Context: an optimization exercise on an open-source flow, tuned for small area and a short achievable clock period. The choices shown serve that exercise and are no tape-out recipe.
At most, simulation tests tie the RTL to the original design; equivalence was not proved.
Power figures rest on the tool's default switching activity, not on a simulated workload.

// cpu8
module cpu8(clk,rst,IR,Data_in,PC,MW_out,Address,Data_out,R0d,R1d,R2d,R3d,R4d,R5d,R6d,R7d);
==> flow/config.mk <==
export PLATFORM = sky130hd
export DESIGN_NAME = cpu8
export DESIGN_NICKNAME = cpu8
export VERILOG_FILES = /design/flow/design.v
export SDC_FILE = /design/flow/constraint.sdc
export NUM_CORES = 4
export LEC_CHECK = 0
export ABC_AREA = 1
export CAP_MARGIN = 20
export CORE_MARGIN = 2
export CORE_UTILIZATION = 40
export SETUP_SLACK_MARGIN = 2
export SLEW_MARGIN = 20
==> flow/constraint.sdc <==
create_clock -name core_clock -period 7.0 [get_ports {clk}]
set_input_delay 1.4000 -clock core_clock [delete_from_list [all_inputs] [get_ports {clk}]]
set_output_delay 1.4000 -clock core_clock [all_outputs]
set_load 0.01 [all_outputs]
standard.sh (not shown) runs the stock make flow with config.mk's settings and CLKGATE_MAP_FILE= SYNTH_SCRIPT=/design/flow/synth_recipe.tcl, a recipe that flattens the netlist after the stock synthesis.
==> flow/flow/run.sh <==
#!/bin/bash
set -o pipefail
export BUFFER_PORTS_ARGS="-buffer_cell sky130_fd_sc_hd__buf_2"
bash standard.sh finish > standard.log 2>&1
The starting point finished with timing, DRC and antenna clean.
Then changed:
ABC_AREA = default   (was 1)
Fmax drops by 8.7%; area after synthesis drops by 1.4%; non-clock buffer count climbs by 5; clock skew is about the same; design area drops by 0.69%.
No run of this note included a check of the RTL's function; only the layout flow was run.

========
== build 63 ==
Another version of the RTL of cpu8 (not shown whole).
For scale: about 720 cells after synthesis, roughly 72 flip-flops, roughly 120 I/O pins, roughly 0.0051 mm2 of cells after synthesis.
export LEC_CHECK = 0
export ABC_AREA = 1
export CAP_MARGIN = 20
export CORE_MARGIN = 2
export CORE_UTILIZATION = 40
export SETUP_SLACK_MARGIN = 3.0
export SLEW_MARGIN = 20
create_clock -name core_clock -period 7.0 [get_ports {clk}]
==> flow/flow/run.sh <==
#!/bin/bash
# Layout flow: the standard ORFS flow (standard.sh) with these changes:
#  - synthesis leaves adders to ABC (no half/full adder cell extraction), so
#    the carry logic is mapped for delay together with the rest; registers
#    are the same as in the standard synthesis
#  - plain buffers (not delay cells) on the ports; the smallest one on ports
#    driven straight by registers (R0d..R7d, PC)
#  - a clock tree of clkbuf_8 without dummy loads
# Every tool's output is in the ORFS logs under orfs/logs; make's in standard.log.
set -o pipefail
export ADDER_MAP_FILE=
export BUFFER_PORTS_ARGS="-buffer_cell sky130_fd_sc_hd__buf_2"
export POST_GLOBAL_PLACE_TCL=$(pwd)/flow/small_out_bufs.tcl
export CTS_ARGS="-sink_clustering_enable -repair_clock_nets -dont_use_dummy_load -buf_list sky130_fd_sc_hd__clkbuf_8"
bash standard.sh finish > standard.log 2>&1
==> flow/flow/small_out_bufs.tcl <==
# Ports fed straight from registers (R0d..R7d, PC) are not timing-critical:
# give them the smallest buffer instead of the one buffer_ports used.
set db [ord::get_db]
set block [ord::get_db_block]
set small [$db findMaster sky130_fd_sc_hd__buf_1]
set n 0
foreach bt [$block getBTerms] {
  if {![regexp {^(R[0-7]d|PC)\[} [$bt getName]]} { continue }
  set net [$bt getNet]
  if {$net eq "NULL"} { continue }
  foreach it [$net getITerms] {
    if {[$it isOutputSignal]} {
      set inst [$it getInst]
      if {[[$inst getMaster] getName] eq "sky130_fd_sc_hd__buf_2"} { $inst swapMaster $small; incr n }
    }
  }
}
puts "small_out_bufs: $n output buffers resized to buf_1"
--- input diff build 63..build 22 ---
Settings: swapping 40 for 55 in CORE_UTILIZATION; swapping 3.0 for 2.75 in SETUP_SLACK_MARGIN.
==> flow/flow/run.sh <==
#!/bin/bash
# Layout flow: the standard ORFS flow (standard.sh) with these changes:
#  - synthesis leaves adders to ABC (no half/full adder cell extraction), so
#    the carry logic is mapped for delay together with the rest; registers
#    are the same as in the standard synthesis
#  - plain buffers (not delay cells) on the ports; the smallest one on ports
#    driven straight by registers (R0d..R7d, PC)
#  - a clock tree of clkbuf_8 without dummy loads
#  - timing repair by resizing and pin swaps only (no buffer insertion)
# Every tool's output is in the ORFS logs under orfs/logs; make's in standard.log.
set -o pipefail
export ADDER_MAP_FILE=
export BUFFER_PORTS_ARGS="-buffer_cell sky130_fd_sc_hd__buf_2"
export POST_GLOBAL_PLACE_TCL=$(pwd)/flow/small_out_bufs.tcl
export SETUP_MOVE_SEQUENCE="unbuffer,sizeup,swap"
export CTS_ARGS="-sink_clustering_enable -repair_clock_nets -dont_use_dummy_load -buf_list sky130_fd_sc_hd__clkbuf_8"
bash standard.sh finish > standard.log 2>&1
Findings:
Status | build 63 and build 22 | clean. Route | build 22 vs build 63 | wire shorter in build 22. Taking build 63 as the reference, in build 22 global-route track usage on met2 now larger; total of plain and repair buffers excluding clock buffers now sits lower; post-placement worst setup slack increased 190 ps. Critical path depth ended up 3 lower on build 22 than on build 63. Diff build 63 -> build 22: overall global routing resource usage went up by 6.1 points, maximum frequency went down by about 4%. The worst setup path startpoint comes out IR[0] in one run and IR[1] in the other, namely in build 63 and build 22 respectively.
Here is what was changed in the inputs of build 85 compared with build 22.
Settings: swapping 55 for 40 in CORE_UTILIZATION; swapping 2.75 for 2.6 in SETUP_SLACK_MARGIN.
[summary]
Max global-route usage across build 22 and build 85: build 22
Against build 22, power dissipated by switching net loads in build 85 rose by a few percent.
Delta (build 85 minus build 22): sequential cell count saw little to no change; total via count after detailed routing saw a decrease.
On net total in the final layout, build 22 tracks build 85 almost exactly.
Build 22 → build 85: time the final worst path needs with I/O delays and setup saw an increase, overall power of the completed layout climbed 0.50%, number of multi-input combinational cells in the layout ~0 delta.
Edits applied to the flow inputs when going from build 85 to build 89:
Settings: SETUP_SLACK_MARGIN: 2.6 -> 2.9.
Findings:
- Build 89 ended up with a higher fraction of layout cells with a size suffix above 1 than build 85 did.
- Build 89 vs build 85: portion of total power attributed to combinational logic up
- Utilization build 85 -> build 89: up
- Compared with build 85, in build 89 total power increased by 1.8% relative to the old numbers; synthesis-to-finish area growth increased by 5.1 points relative to the old numbers; worst slack on hold paths increased by 5.6 ps relative to the old numbers; async set or reset register ratio after synthesis closely matched the old numbers.
- Build 89 has more setup slack than build 85.
- Re number of inverters outside the clock class in the layout: no difference whatsoever between build 85 and build 89.

========
== wip/xenon ==
Another version of the RTL of cpu8 (not shown whole).
Size in the first run: ~72 flip-flops, ~120 I/O pins, roughly 5700 µm² of cells after synthesis.
clock: 7.0 ns
lec_check: 0
cap_margin: 20
core_margin: 2
core_utilization: 40
setup_slack_margin: 2.75
slew_margin: 20
==> flow/flow/run.sh <==
#!/bin/bash
set -o pipefail
export BUFFER_PORTS_ARGS="-buffer_cell sky130_fd_sc_hd__buf_2"
export POST_GLOBAL_PLACE_TCL=$(pwd)/flow/small_out_bufs.tcl
export CTS_ARGS="-sink_clustering_enable -repair_clock_nets -dont_use_dummy_load -buf_list sky130_fd_sc_hd__clkbuf_8"
bash standard.sh finish > standard.log 2>&1
Scripts as last shown in full above: flow/flow/small_out_bufs.tcl
Relative to wip/xenon, the following input files were edited for wip/maple:
# wip/xenon
export LEC_CHECK = 0
export CAP_MARGIN = 20
export CORE_MARGIN = 2
export CORE_UTILIZATION = 40
export SETUP_SLACK_MARGIN = 2.75
export SLEW_MARGIN = 20
create_clock -name core_clock -period 7.0 [get_ports {clk}]
# wip/maple
export LEC_CHECK = 0
export CAP_MARGIN = 20
export CORE_MARGIN = 2
export CORE_UTILIZATION = 65
export SETUP_SLACK_MARGIN = 2.5
export SLEW_MARGIN = 20
create_clock -name core_clock -period 7.0 [get_ports {clk}]
Portion of total power attributed to combinational logic: wip/maple vs wip/xenon down 3.0 points
When wip/maple is measured against wip/xenon, its post-detailed-placement half-perimeter wirelength turns out 1600 µm lower.
Final area, wip/maple vs wip/xenon: down by a little under 10%
For wip/amber, these inputs were changed with respect to wip/maple:
# wip/maple
export LEC_CHECK = 0
export CAP_MARGIN = 20
export CORE_MARGIN = 2
export CORE_UTILIZATION = 65
export SETUP_SLACK_MARGIN = 2.5
export SLEW_MARGIN = 20
create_clock -name core_clock -period 7.0 [get_ports {clk}]
# wip/amber
export LEC_CHECK = 0
export CAP_MARGIN = 20
export CORE_MARGIN = 2
export CORE_UTILIZATION = 40
export SETUP_SLACK_MARGIN = 3.0
export SLEW_MARGIN = 20
create_clock -name core_clock -period 7.0 [get_ports {clk}]
--- outcome ---
Changes observed in wip/amber relative to wip/maple: worst setup slack grew by 84 ps; portion of the layout cell area used by clock cells shrank by 0.34 points; global-route usage shrank by 7.6 points. Slowest cell on the critical path: sky130_fd_sc_hd__mux2_4 -> wip/amber, sky130_fd_sc_hd__mux2_2 -> wip/maple. Post-route cell area of wip/amber exceeds that of wip/maple by more than 10%.
> inputs changed (wip/amber -> wip/fjord)
# wip/amber
export LEC_CHECK = 0
export CAP_MARGIN = 20
export CORE_MARGIN = 2
export CORE_UTILIZATION = 40
export SETUP_SLACK_MARGIN = 3.0
export SLEW_MARGIN = 20
create_clock -name core_clock -period 7.0 [get_ports {clk}]
# wip/fjord
export LEC_CHECK = 0
export CAP_MARGIN = 20
export CORE_MARGIN = 2
export CORE_UTILIZATION = 40
export SLEW_MARGIN = 20
create_clock -name core_clock -period 7.0 [get_ports {clk}]
==> flow/flow/run.sh <==
#!/bin/bash
set -o pipefail
export BUFFER_PORTS_ARGS="-buffer_cell sky130_fd_sc_hd__buf_2"
bash standard.sh finish > standard.log 2>&1
removed: flow/flow/small_out_bufs.tcl
Notes after the runs:
Compared with wip/amber, wip/fjord instantiates a smaller number of standard cells. Routed wire in wip/fjord totals less than in wip/amber. wip/fjord vs wip/amber: static leakage power down by more than 10%. wip/fjord ends up with a worst slack at placement that is 580 ps lower than in wip/amber. Between wip/amber and wip/fjord, sequential share of layout area increased. The top power consumer group comes out combinational cells in one run and clock in the other, namely in wip/amber and wip/fjord respectively. [compare] base=wip/amber new=wip/fjord: hold slack up 6.2 ps; area added between synthesis and finish down 26 points; final net count down 10%; number of fill cells up 145.

========
cpu8, a different RTL version from the one above (not shown whole).
Size: about 72 flip-flops, about 120 I/O pins.
export LEC_CHECK = 0
export CAP_MARGIN = 20
export CORE_MARGIN = 2
export CORE_UTILIZATION = 40
export SETUP_SLACK_MARGIN = 2.5
export SLEW_MARGIN = 20
create_clock -name core_clock -period 7.0 [get_ports {clk}]
==> flow/flow/run.sh <==
#!/bin/bash
# Layout flow: the standard ORFS flow (standard.sh) with these changes:
#  - synthesis leaves adders to ABC (no half/full adder cell extraction), so
#    the carry logic is mapped for delay together with the rest; registers
#    are the same as in the standard synthesis
#  - plain buffers (not delay cells) on the ports; the smallest one on ports
#    driven straight by registers (R0d..R7d, PC)
#  - a clock tree of clkbuf_8 without dummy loads
# Every tool's output is in the ORFS logs under orfs/logs; make's in standard.log.
set -o pipefail
export ADDER_MAP_FILE=
export BUFFER_PORTS_ARGS="-buffer_cell sky130_fd_sc_hd__buf_2"
export POST_GLOBAL_PLACE_TCL=$(pwd)/flow/small_out_bufs.tcl
export CTS_ARGS="-sink_clustering_enable -repair_clock_nets -dont_use_dummy_load -buf_list sky130_fd_sc_hd__clkbuf_8"
bash standard.sh finish > standard.log 2>&1
==> flow/flow/small_out_bufs.tcl <==
# Ports fed straight from registers (R0d..R7d, PC) are not timing-critical:
# give them the smallest buffer instead of the one buffer_ports used.
set db [ord::get_db]
set block [ord::get_db_block]
set small [$db findMaster sky130_fd_sc_hd__buf_1]
set n 0
foreach bt [$block getBTerms] {
  if {![regexp {^(R[0-7]d|PC)\[} [$bt getName]]} { continue }
  set net [$bt getNet]
  if {$net eq "NULL"} { continue }
  foreach it [$net getITerms] {
    if {[$it isOutputSignal]} {
      set inst [$it getInst]
      if {[[$inst getMaster] getName] eq "sky130_fd_sc_hd__buf_2"} { $inst swapMaster $small; incr n }
    }
  }
}
puts "small_out_bufs: $n output buffers resized to buf_1"
The starting point finished with timing, DRC and antenna clean.
==> next run, changes <==
==> flow/flow/run.sh (replaced) <==
#!/bin/bash
set -o pipefail
export BUFFER_PORTS_ARGS="-buffer_cell sky130_fd_sc_hd__buf_2"
export POST_GLOBAL_PLACE_TCL=$(pwd)/flow/small_out_bufs.tcl
export CTS_ARGS="-sink_clustering_enable -repair_clock_nets -dont_use_dummy_load -buf_list sky130_fd_sc_hd__clkbuf_8"
bash standard.sh finish > standard.log 2>&1
What happened: Register-to-register slack gets better by 170 ps. Non-clock buffer count goes up by 25. Worst setup slack gets worse by 85 ps. Global-route usage goes up by 2.4 points. Sequential power hardly moves. First-iteration DRC count goes down by 10%. Final cell count goes up by 5.7%. Wire length goes up by 18%. Design area goes up by 11%.
==> next run, changes <==
--- a/flow/flow/run.sh
+++ b/flow/flow/run.sh
@@ -1,4 +1,13 @@
 #!/bin/bash
+# Layout flow: the standard ORFS flow (standard.sh) with these changes:
+#  - synthesis leaves adders to ABC (no half/full adder cell extraction), so
+#    the carry logic is mapped for delay together with the rest; registers
+#    are the same as in the standard synthesis
+#  - plain buffers (not delay cells) on the ports; the smallest one on ports
+#    driven straight by registers (R0d..R7d, PC)
+#  - a clock tree of clkbuf_8 without dummy loads
+# Every tool's output is in the ORFS logs under orfs/logs; make's in standard.log.
 set -o pipefail
+export ADDER_MAP_FILE=
 export BUFFER_PORTS_ARGS="-buffer_cell sky130_fd_sc_hd__buf_2"
 export POST_GLOBAL_PLACE_TCL=$(pwd)/flow/small_out_bufs.tcl
- SETUP_SLACK_MARGIN: 2.5 -> 3.0
The new run went through all stages and came out clean. Setup slack gains 460 ps. Hold slack degrades by 36 ps. Sequential power barely changes. Global-route usage barely changes. Routed wire length is lower by 2.1%. Final cell count increases by 3.1%. Maximum frequency is higher by about 11%. Clock power went down by about 2%. Sequential share of layout area went down by 2.4 points.

========
run A:
RTL: one of the versions met above, not the one the previous note started from.
Size in the first run: roughly 580 cells after synthesis, ~120 I/O pins.
==> flow/config.mk <==
export PLATFORM = sky130hd
export DESIGN_NAME = cpu8
export DESIGN_NICKNAME = cpu8
export VERILOG_FILES = /design/flow/design.v
export SDC_FILE = /design/flow/constraint.sdc
export NUM_CORES = 4
export LEC_CHECK = 0
export CAP_MARGIN = 20
export CORE_MARGIN = 2
export CORE_UTILIZATION = 40
export SETUP_SLACK_MARGIN = 3
export SLEW_MARGIN = 20
==> flow/constraint.sdc <==
create_clock -name core_clock -period 7.0 [get_ports {clk}]
set_input_delay 1.4000 -clock core_clock [delete_from_list [all_inputs] [get_ports {clk}]]
set_output_delay 1.4000 -clock core_clock [all_outputs]
set_load 0.01 [all_outputs]
==> flow/flow/run.sh <==
#!/bin/bash
set -o pipefail
export BUFFER_PORTS_ARGS="-buffer_cell sky130_fd_sc_hd__buf_2"
export SETUP_MOVE_SEQUENCE="unbuffer,sizeup,swap"
bash standard.sh finish > standard.log 2>&1
## Diff of input files: run B against run A
--- a/flow/flow/run.sh
+++ b/flow/flow/run.sh
@@ -4 +4,2 @@
-export SETUP_MOVE_SEQUENCE="unbuffer,sizeup,swap"
+export POST_GLOBAL_PLACE_TCL=$(pwd)/flow/small_out_bufs.tcl
+export CTS_ARGS="-sink_clustering_enable -repair_clock_nets -dont_use_dummy_load -buf_list sky130_fd_sc_hd__clkbuf_8"
==> flow/flow/small_out_bufs.tcl (new file) <==
# Ports fed straight from registers (R0d..R7d, PC) are not timing-critical:
# give them the smallest buffer instead of the one buffer_ports used.
set db [ord::get_db]
set block [ord::get_db_block]
set small [$db findMaster sky130_fd_sc_hd__buf_1]
set n 0
foreach bt [$block getBTerms] {
  if {![regexp {^(R[0-7]d|PC)\[} [$bt getName]]} { continue }
  set net [$bt getNet]
  if {$net eq "NULL"} { continue }
  foreach it [$net getITerms] {
    if {[$it isOutputSignal]} {
      set inst [$it getInst]
      if {[[$inst getMaster] getName] eq "sky130_fd_sc_hd__buf_2"} { $inst swapMaster $small; incr n }
    }
  }
}
puts "small_out_bufs: $n output buffers resized to buf_1"
--- a/flow/config.mk
+++ b/flow/config.mk
@@ -11 +11 @@
-export SETUP_SLACK_MARGIN = 3
+export SETUP_SLACK_MARGIN = 2.5
### Flow results
Against run A, count of vias placed by the detailed router in run B rose by a few percent.
Where register-to-register slack is concerned, run A is better than run B.
Run B reports a lower data arrival at the endpoint of the critical path than run A does.
Max freq run A -> run B: improved
Run B against run A: cell area shrank by about 7%; maximum net fanout on the critical path has decreased.
Most frequent standard cell in the layout excluding fill and tap cells = sky130_fd_sc_hd__buf_1: run B; most frequent standard cell in the layout excluding fill and tap cells = sky130_fd_sc_hd__buf_2: run A
Relative to run A, the period utilization of run B is lower by 0.19 points.
Run B vs. run A: sum of routed wire segments on met1 +about 3.4%, setup slack up 0.013 ns, number of library cell types mapped by synthesis saw little to no change, portion of the layout cell area used by non-clock buffers has decreased.
## Diff of input files: run C against run B
==> flow/flow/run.sh <==
#!/bin/bash
set -o pipefail
export BUFFER_PORTS_ARGS="-buffer_cell sky130_fd_sc_hd__buf_2"
bash standard.sh finish > standard.log 2>&1
--- a/flow/config.mk
+++ b/flow/config.mk
@@ -10,2 +10,2 @@
-export CORE_UTILIZATION = 40
-export SETUP_SLACK_MARGIN = 2.5
+export CORE_UTILIZATION = 60
+export SETUP_SLACK_MARGIN = 2
removed: flow/flow/small_out_bufs.tcl
## What came out
- Re mean number of vias per cell: run C and run B aren't equal, and the higher value belongs to run C.
- Run B ended up with IR[0] as its start point of the critical path; run C ended up with IR[5].
- Est. power | run C vs run B | run C higher
- A cell type of the slowest stage on the worst timing path of sky130_fd_sc_hd__mux4_2 is what run B shows, while sky130_fd_sc_hd__fa_1 belongs to run C.
- Relative to run B, number of placement rows has decreased by about 19% in run C.
Input-level comparison between run D and run C:
--- a/flow/config.mk
+++ b/flow/config.mk
@@ -10,2 +10,2 @@
-export CORE_UTILIZATION = 60
-export SETUP_SLACK_MARGIN = 2
+export CORE_UTILIZATION = 40
+export SETUP_SLACK_MARGIN = 3
Results
- Looking only at largest stage delay on the critical path, and setting everything else aside, the higher value of run D and run C goes to run D.
- On multi-input combinational area share: run D sits below run C.
- Compared with run C, run D instantiates a larger number of cells.
- Changes observed in run D relative to run C: utilization of the core after routing fell 11 points, clock power rose 36%, post-synthesis mux area share about even.

## port drivers added, routing unchanged
In the flow no input, the clock included, has a driving cell. The finished layouts below were timed again as built, in two steps. Step 1 assumes that a clkbuf_16 drives the clock port and a buf_2 every other input. Step 2 adds t to the input delays and takes it off the output delays; t is the mean of the earliest and latest rising clock arrival at the registers after step 1. Input paths then give back, and output paths get back, about the clock's delay inside the block. Slacks: ideal ports / drivers / drivers and shift; pairs: ideal ports / drivers.
run	t, ns	setup WS [ns]	latest minus earliest clock arrival (ns)	slew at the worst register clock pin (ns)	worst data-port slew with drivers (ns)
the first run of note 1	0.379	2.228 / 2.236 / 1.858	0.006 / 0.007	0.06 / 0.06	0.04
the second run of note 1	0.370	1.772 / 1.708 / 1.448	0.005 / 0.006	0.06 / 0.06	0.06
build 63	0.388	2.964 / 2.892 / 2.751	0.024 / 0.024	0.09 / 0.09	0.09
build 22	0.371	2.806 / 2.769 / 2.614	0.025 / 0.026	0.08 / 0.08	0.06
build 85	0.389	2.676 / 2.652 / 2.441	0.022 / 0.023	0.09 / 0.09	0.04
build 89	0.387	2.914 / 2.877 / 2.707	0.022 / 0.022	0.09 / 0.09	0.07
wip/xenon	0.382	2.659 / 2.507 / 2.125	0.018 / 0.018	0.08 / 0.08	0.24
wip/maple	0.375	2.557 / 2.444 / 2.069	0.031 / 0.030	0.09 / 0.09	0.15
wip/amber	0.384	2.641 / 2.437 / 2.053	0.038 / 0.038	0.09 / 0.09	0.33
wip/fjord	0.370	1.184 / 1.191 / 0.821	0.005 / 0.006	0.06 / 0.06	0.04
the first run of note 4	0.376	2.525 / 2.495 / 2.228	0.016 / 0.016	0.08 / 0.08	0.06
the second run of note 4	0.389	2.440 / 2.375 / 2.153	0.021 / 0.021	0.08 / 0.08	0.06
the third run of note 4	0.374	2.900 / 2.787 / 2.414	0.021 / 0.021	0.08 / 0.08	0.18
run A	0.375	2.608 / 2.582 / 2.207	0.012 / 0.012	0.06 / 0.06	0.10
run B	0.388	2.622 / 2.467 / 2.094	0.017 / 0.017	0.08 / 0.08	0.19
run C	0.386	2.209 / 2.215 / 1.829	0.015 / 0.014	0.09 / 0.09	0.07
run D	0.385	2.654 / 2.442 / 2.209	0.010 / 0.010	0.06 / 0.06	0.31
After both steps setup and hold are still met in every run listed. The setup slack of wip/amber, which loses most, moves by -0.204 ns with the drivers and by -0.588 ns with both steps.
